This is an optimization exercise on Yosys and OpenROAD, whose aim is small area, a short achievable clock period and few clock cycles, not a production implementation.
Where RTL was checked, it was by simulation tests only, not by an equivalence proof against the original.

==> fjord <==
Design geofence, start of the top module:
module geofence(clk, reset, X, Y, valid, is_inside);
input clk;
input reset;
input [9:0] X;
input [9:0] Y;
output reg valid;
output reg is_inside;
reg [4:0] t;
reg [9:0] px, py;            
reg [19:0] buf0, buf1, buf2;   
reg sx, sy;                  
reg [9:0] mx, my;            
reg lsx, lsy, rsx, rsy;
reg [9:0] lmx, lmy, rmx, rmy;
reg ins;
reg [3:0] hp;                
reg [3:0] qo;                
reg [12:0] hx, hy;           
reg glo, plo;
reg an_r, anz_r;             
reg s0;                      
reg s2;                      
reg tr;                      
reg cr;                      
wire [4:0] tn = t + 5'd1;
always @(posedge clk or posedge reset) begin
    if (reset) begin
        s0 <= 1'b0; s2 <= 1'b0; tr <= 1'b0; cr <= 1'b0;
    end else begin
        s0 <= !valid && (tn == 5'd2 || tn == 5'd3 || tn == 5'd5 || tn == 5'd8 || tn == 5'd11 || tn == 5'd14);
        s2 <= !valid && (tn == 5'd5 || tn == 5'd8 || tn == 5'd11 || tn == 5'd14 || tn == 5'd17);
        tr <= !valid && (tn == 5'd7 || tn == 5'd10 || tn == 5'd13 || tn == 5'd16);
        cr <= !valid && tr;
    end
end
wire [19:0] vin = (t == 5'd2 || t == 5'd8) ? buf0 : (t == 5'd3 || t == 5'd11) ? buf1 : buf2;
wire [10:0] dx = {1'b0, vin[19:10]} - {1'b0, px};
wire [10:0] dy = {1'b0, vin[9:0]} - {1'b0, py};
wire [9:0] ax = (dx[9:0] ^ {10{dx[10]}}) + {9'd0, dx[10]};
wire [9:0] ay = (dy[9:0] ^ {10{dy[10]}}) + {9'd0, dy[10]};
  ...
Settings: LEC_CHECK=0, CAP_MARGIN=20, CORE_MARGIN=2, CORE_UTILIZATION=40, CTS_BUF_LIST=sky130_fd_sc_hd__clkbuf_4 sky130_fd_sc_hd__clkbuf_8, CTS_CLUSTER_DIAMETER=60, CTS_CLUSTER_SIZE=20, PLACE_DENSITY=0.6, SETUP_SLACK_MARGIN=5, SLEW_MARGIN=20; clock period 12.0 ns.
standard.sh (not shown) runs the stock make flow with config.mk's settings and CLKGATE_MAP_FILE= SYNTH_SCRIPT=/design/flow/synth_recipe.tcl, a recipe that flattens the netlist after the stock synthesis.
==> flow/flow/run.sh <==
#!/bin/bash
# The standard layout, with one extra step between synthesis and floorplan:
# invopt.py removes the inverters that Yosys's full-adder extraction leaves between
# adders (see invopt.py). Each tool's output goes to a log of its own.
set -euo pipefail
R=orfs/results/$FLOW_PLATFORM/geofence/base
LIB=$FLOW_HOME/platforms/$FLOW_PLATFORM/lib/sky130_fd_sc_hd__tt_025C_1v80.lib
bash standard.sh synth > synth.log 2>&1
cp $R/1_2_yosys.v 1_2_yosys.synth.v
python3 flow/invopt.py $LIB 1_2_yosys.synth.v 1_2_yosys.invopt.v > invopt.log 2>&1
cp 1_2_yosys.invopt.v $R/1_2_yosys.v
bash standard.sh SETUP_SLACK_MARGIN=7.8 "CTS_ARGS=-sink_clustering_enable -repair_clock_nets -buf_list {sky130_fd_sc_hd__clkbuf_4 sky130_fd_sc_hd__clkbuf_8} -sink_clustering_size 20 -sink_clustering_max_diameter 60 -dont_use_dummy_load" finish > layout.log 2>&1
Other scripts of this flow, unchanged in this note and not shown: flow/flow/invopt.py
==> nickel: changes against fjord <==
--- a/flow/design.v
+++ b/flow/design.v
@@ -13,11 +13,11 @@
 reg lsx, lsy, rsx, rsy;
 reg [9:0] lmx, lmy, rmx, rmy;
 reg ins;
 reg [3:0] hp;                
 reg [3:0] qo;                
-reg [12:0] hx, hy;           
+reg [16:0] hx, hy;           
 reg glo, plo;
 reg an_r, anz_r;             
 reg s0;                      
 reg s2;                      
 reg tr;                      
@@ -44,11 +44,11 @@
 wire early_in = &(qo | quad);
 wire zx = mx == 10'd0, zy = my == 10'd0;
 wire zlx = lmx == 10'd0, zly = lmy == 10'd0;
 wire zrx = rmx == 10'd0, zry = rmy == 10'd0;
 wire [9:0] umx = tr ? rmx : lmx, umy = tr ? rmy : lmy;
-wire [12:0] hx_d, hy_d;
+wire [16:0] hx_d, hy_d;
 wire glo_d, plo_d, c_le, c_lt;
 xs1 u1(.a(umx), .b(my), .c(umy), .d(mx), .hx(hx_d), .hy(hy_d), .glo(glo_d), .plo(plo_d));
 xs2 u2(.hx(hx), .hy(hy), .glo(glo), .plo(plo), .le(c_le), .lt(c_lt));
 wire c_s1 = (cr ? rsx : lsx) ^ sy, c_s2 = (cr ? rsy : lsy) ^ sx;
 wire c_nz = cr ? (!(zrx || zy) || !(zry || zx)) : (!(zlx || zy) || !(zly || zx));
@@ -83,12 +83,12 @@
         py <= Y;
     end
     if (t == 5'd1 || t == 5'd4) buf0 <= {X, Y};
     if (t == 5'd2 || t == 5'd5) buf1 <= {X, Y};
     if (t == 5'd3 || t == 5'd6) buf2 <= {X, Y};
-    if (t == 5'd1) begin hp <= side; qo <= quad; end
-    else if (t <= 5'd5) begin hp <= hp & side; qo <= qo | quad; end
+    hp <= (t == 5'd1) ? side : hp & side;
+    qo <= (t == 5'd1) ? quad : qo | quad;
     if (t == 5'd3) begin
         lsx <= sx; lmx <= mx; lsy <= sy; lmy <= my;
         rsx <= sx; rmx <= mx; rsy <= sy; rmy <= my;
         ins <= zx && zy;
     end else if (s2) begin
@@ -106,11 +106,11 @@
         is_inside <= early ? (ins || early_in) : (ins || hit);
     end
 end
 endmodule
 module xs1(input [9:0] a, input [9:0] b, input [9:0] c, input [9:0] d,
-           output [12:0] hx, output [12:0] hy, output glo, output plo);
+           output [16:0] hx, output [16:0] hy, output glo, output plo);
 wire t1 = (a[0] & b[9]) ^ ~(c[0] & d[9]) ^ (a[1] & b[8]);
 wire t2 = ((a[0] & b[9]) & ~(c[0] & d[9])) | ((a[0] & b[9]) & (a[1] & b[8])) | (~(c[0] & d[9]) & (a[1] & b[8]));
 wire t3 = (a[1] & b[9]) ^ ~(c[1] & d[9]);
 wire t4 = (a[1] & b[9]) & ~(c[1] & d[9]);
 wire t5 = (a[0] & b[6]) ^ ~(c[0] & d[6]) ^ (a[1] & b[5]);
@@ -473,57 +473,57 @@
 wire t362 = (t291 & t324) | (t291 & t325) | (t324 & t325);
 wire t363 = t292 ^ t326 ^ t327;
 wire t364 = (t292 & t326) | (t292 & t327) | (t326 & t327);
 wire [20:0] x = {1'b1, t328, t362, t360, t358, t356, t354, t352, t350, t348, t346, t344, t342, t340, t338, t336, t334, t332, t330, t293, (a[0] & b[0])};
 wire [20:0] y = {1'b0, t364, t363, t361, t359, t357, t355, t353, t351, t349, t347, t345, t343, t341, t339, t337, t335, t333, t331, t329, ~(c[0] & d[0])};
-assign hx = x[20:8];
-assign hy = y[20:8];
-wire [7:0] g = x[7:0] & y[7:0];
-wire [7:0] p = x[7:0] | y[7:0];
+assign hx = x[20:4];
+assign hy = y[20:4];
+wire [3:0] g = x[3:0] & y[3:0];
+wire [3:0] p = x[3:0] | y[3:0];
 wire lG1 = g[1] | (p[1] & g[0]);
 wire lP1 = p[1] & p[0];
 wire lG2 = g[3] | (p[3] & g[2]);
 wire lP2 = p[3] & p[2];
 wire lG3 = lG2 | (lP2 & lG1);
 wire lP3 = lP2 & lP1;
-wire lG4 = g[5] | (p[5] & g[4]);
-wire lP4 = p[5] & p[4];
-wire lG5 = g[7] | (p[7] & g[6]);
-wire lP5 = p[7] & p[6];
-wire lG6 = lG5 | (lP5 & lG4);
-wire lP6 = lP5 & lP4;
-wire lG7 = lG6 | (lP6 & lG3);
-wire lP7 = lP6 & lP3;
-assign glo = lG7;
-assign plo = lP7;
+assign glo = lG3;
+assign plo = lP3;
 endmodule
-module xs2(input [12:0] hx, input [12:0] hy, input glo, input plo, output le, output lt);
-wire [11:0] g = hx[11:0] & hy[11:0];
-wire [11:0] p = hx[11:0] | hy[11:0];
-wire hG1 = g[2] | (p[2] & g[1]);
-wire hP1 = p[2] & p[1];
-wire hG2 = hG1 | (hP1 & g[0]);
-wire hP2 = hP1 & p[0];
-wire hG3 = g[5] | (p[5] & g[4]);
-wire hP3 = p[5] & p[4];
-wire hG4 = hG3 | (hP3 & g[3]);
-wire hP4 = hP3 & p[3];
-wire hG5 = hG4 | (hP4 & hG2);
-wire hP5 = hP4 & hP2;
-wire hG6 = g[8] | (p[8] & g[7]);
-wire hP6 = p[8] & p[7];
-wire hG7 = hG6 | (hP6 & g[6]);
-wire hP7 = hP6 & p[6];
-wire hG8 = g[11] | (p[11] & g[10]);
-wire hP8 = p[11] & p[10];
-wire hG9 = hG8 | (hP8 & g[9]);
-wire hP9 = hP8 & p[9];
-wire hG10 = hG9 | (hP9 & hG7);
-wire hP10 = hP9 & hP7;
-wire hG11 = hG10 | (hP10 & hG5);
-wire hP11 = hP10 & hP5;
-wire top = hx[12] ^ hy[12];
-wire gall = hG11 | (hP11 & glo);
-wire pall = hP11 & plo;
+module xs2(input [16:0] hx, input [16:0] hy, input glo, input plo, output le, output lt);
+wire [15:0] g = hx[15:0] & hy[15:0];
+wire [15:0] p = hx[15:0] | hy[15:0];
+wire hG1 = g[1] | (p[1] & g[0]);
+wire hP1 = p[1] & p[0];
+wire hG2 = g[3] | (p[3] & g[2]);
+wire hP2 = p[3] & p[2];
+wire hG3 = hG2 | (hP2 & hG1);
+wire hP3 = hP2 & hP1;
+wire hG4 = g[5] | (p[5] & g[4]);
+wire hP4 = p[5] & p[4];
+wire hG5 = g[7] | (p[7] & g[6]);
+wire hP5 = p[7] & p[6];
+wire hG6 = hG5 | (hP5 & hG4);
+wire hP6 = hP5 & hP4;
+wire hG7 = hG6 | (hP6 & hG3);
+wire hP7 = hP6 & hP3;
+wire hG8 = g[9] | (p[9] & g[8]);
+wire hP8 = p[9] & p[8];
+wire hG9 = g[11] | (p[11] & g[10]);
+wire hP9 = p[11] & p[10];
+wire hG10 = hG9 | (hP9 & hG8);
+wire hP10 = hP9 & hP8;
+wire hG11 = g[13] | (p[13] & g[12]);
+wire hP11 = p[13] & p[12];
+wire hG12 = g[15] | (p[15] & g[14]);
+wire hP12 = p[15] & p[14];
+wire hG13 = hG12 | (hP12 & hG11);
+wire hP13 = hP12 & hP11;
+wire hG14 = hG13 | (hP13 & hG10);
+wire hP14 = hP13 & hP10;
+wire hG15 = hG14 | (hP14 & hG7);
+wire hP15 = hP14 & hP7;
+wire top = hx[16] ^ hy[16];
+wire gall = hG15 | (hP15 & glo);
+wire pall = hP15 & plo;
 assign le = top ^ gall;
 assign lt = top ^ (gall | pall);
 endmodule
==> flow/flow/run.sh (replaced) <==
#!/bin/bash
# The standard layout, with one extra step between synthesis and floorplan:
# invopt.py removes the inverters that Yosys's full-adder extraction leaves between
# adders (see invopt.py). Each tool's output goes to a log of its own.
set -euo pipefail
R=orfs/results/$FLOW_PLATFORM/geofence/base
LIB=$FLOW_HOME/platforms/$FLOW_PLATFORM/lib/sky130_fd_sc_hd__tt_025C_1v80.lib
bash standard.sh synth > synth.log 2>&1
cp $R/1_2_yosys.v 1_2_yosys.synth.v
python3 flow/invopt.py $LIB 1_2_yosys.synth.v 1_2_yosys.invopt.v > invopt.log 2>&1
cp 1_2_yosys.invopt.v $R/1_2_yosys.v
bash standard.sh SETUP_SLACK_MARGIN=7.5 "BUFFER_PORTS_ARGS=-buffer_cell sky130_fd_sc_hd__buf_2" "CTS_ARGS=-sink_clustering_enable -repair_clock_nets -buf_list {sky130_fd_sc_hd__clkbuf_4 sky130_fd_sc_hd__clkbuf_8} -sink_clustering_size 20 -sink_clustering_max_diameter 60 -dont_use_dummy_load" finish > layout.log 2>&1
==> tab_implementation.tex <==
\begin{tabular}{lr}
\hline
Metric & Value \\
\hline
\multicolumn{2}{l}{\textbf{Run status}} \\
Status & complete, no violations \\
\multicolumn{2}{l}{\textbf{Timing}} \\
Worst Skew & 0.0429 ns \\
\multicolumn{2}{l}{\textbf{Critical path}} \\
Arr. time, crit path & 4.80 ns \\
\multicolumn{2}{l}{\textbf{Min path}} \\
Startpoint of the lowest-slack hold path & sy\$\_DFFE\_PP\_ \\
Depth of the worst hold-timing path & 0 \\
\multicolumn{2}{l}{\textbf{Clocking}} \\
Clock slew at reported path FFs & 0.10 ns \\
Post-CTS sizing & 155 \\
\multicolumn{2}{l}{\textbf{Finish}} \\
Fraction of standard cell area in multi-input logic & 0.536 \\
\multicolumn{2}{l}{\textbf{Logic synthesis}} \\
Syn avg cell area & 11.6 sq um \\
Cell Area, Synth & 13900 sq um \\
\hline
\end{tabular}
# the run above: fjord

==> tab_implementation.tex <==
\begin{tabular}{lr}
\hline
Metric & Value \\
\hline
\multicolumn{2}{l}{\textbf{Run status}} \\
Status & complete, no violations \\
\multicolumn{2}{l}{\textbf{Timing}} \\
Maximum achievable frequency & 0.228 GHz \\
Final slew viol count & 0 \\
Worst Skew & 0.0705 ns \\
\multicolumn{2}{l}{\textbf{Min path}} \\
Depth of the worst hold-timing path & 1 \\
Startpoint of the lowest-slack hold path & hp[2]\$\_DFF\_P\_ \\
\multicolumn{2}{l}{\textbf{Logic synthesis}} \\
Syn avg cell area & 11.8 sq um \\
Cell Area, Synth & 13800 sq um \\
\multicolumn{2}{l}{\textbf{Critical path}} \\
Arr. time, crit path & 4.65 ns \\
\multicolumn{2}{l}{\textbf{Finish}} \\
Count of non-CTS inverters in the layout & 65 \\
Fraction of standard cell area in multi-input logic & 0.535 \\
\multicolumn{2}{l}{\textbf{Clocking}} \\
Clock slew at reported path FFs & 0.09 ns \\
Post-CTS sizing & 16 \\
\multicolumn{2}{l}{\textbf{Routing}} \\
Routed met2 length & 15800 um \\
\hline
\end{tabular}
# the run above: nickel

Testbench counts of fjord, summed over its fixed seeds: cycles 79,733.
The RTL of nickel was laid out without a check of its function.

[static timing again, ports no longer ideal]
The flow's constraints put no driver on any port. The routed layouts listed below were extracted and timed again, unchanged, in two steps.
Step 1 sets driving cells, clkbuf_16 on the clock port and buf_2 on the other inputs (assumed; they add their load-dependent delay and slew).
Step 2 also shifts input and output timing later by t, the mid clock arrival at the registers, as if the neighbouring blocks saw the same clock.
Slacks: no drivers / after step 1 / after step 2; pairs: no drivers / after step 1.
run | t (ns) | setup slack, ns | worst slew at a driven data input, ns | pins driven straight from the clock port
fjord | 0.522 | 7.611 / 7.611 / 7.336 | 0.04 | 1
nickel | 0.586 | 7.621 / 7.621 / 7.224 | 0.03 | 1
After both steps every run listed still meets setup and hold. For nickel, which loses most, drivers alone change the setup slack by 0.000 ns; drivers and shift together by -0.397 ns.
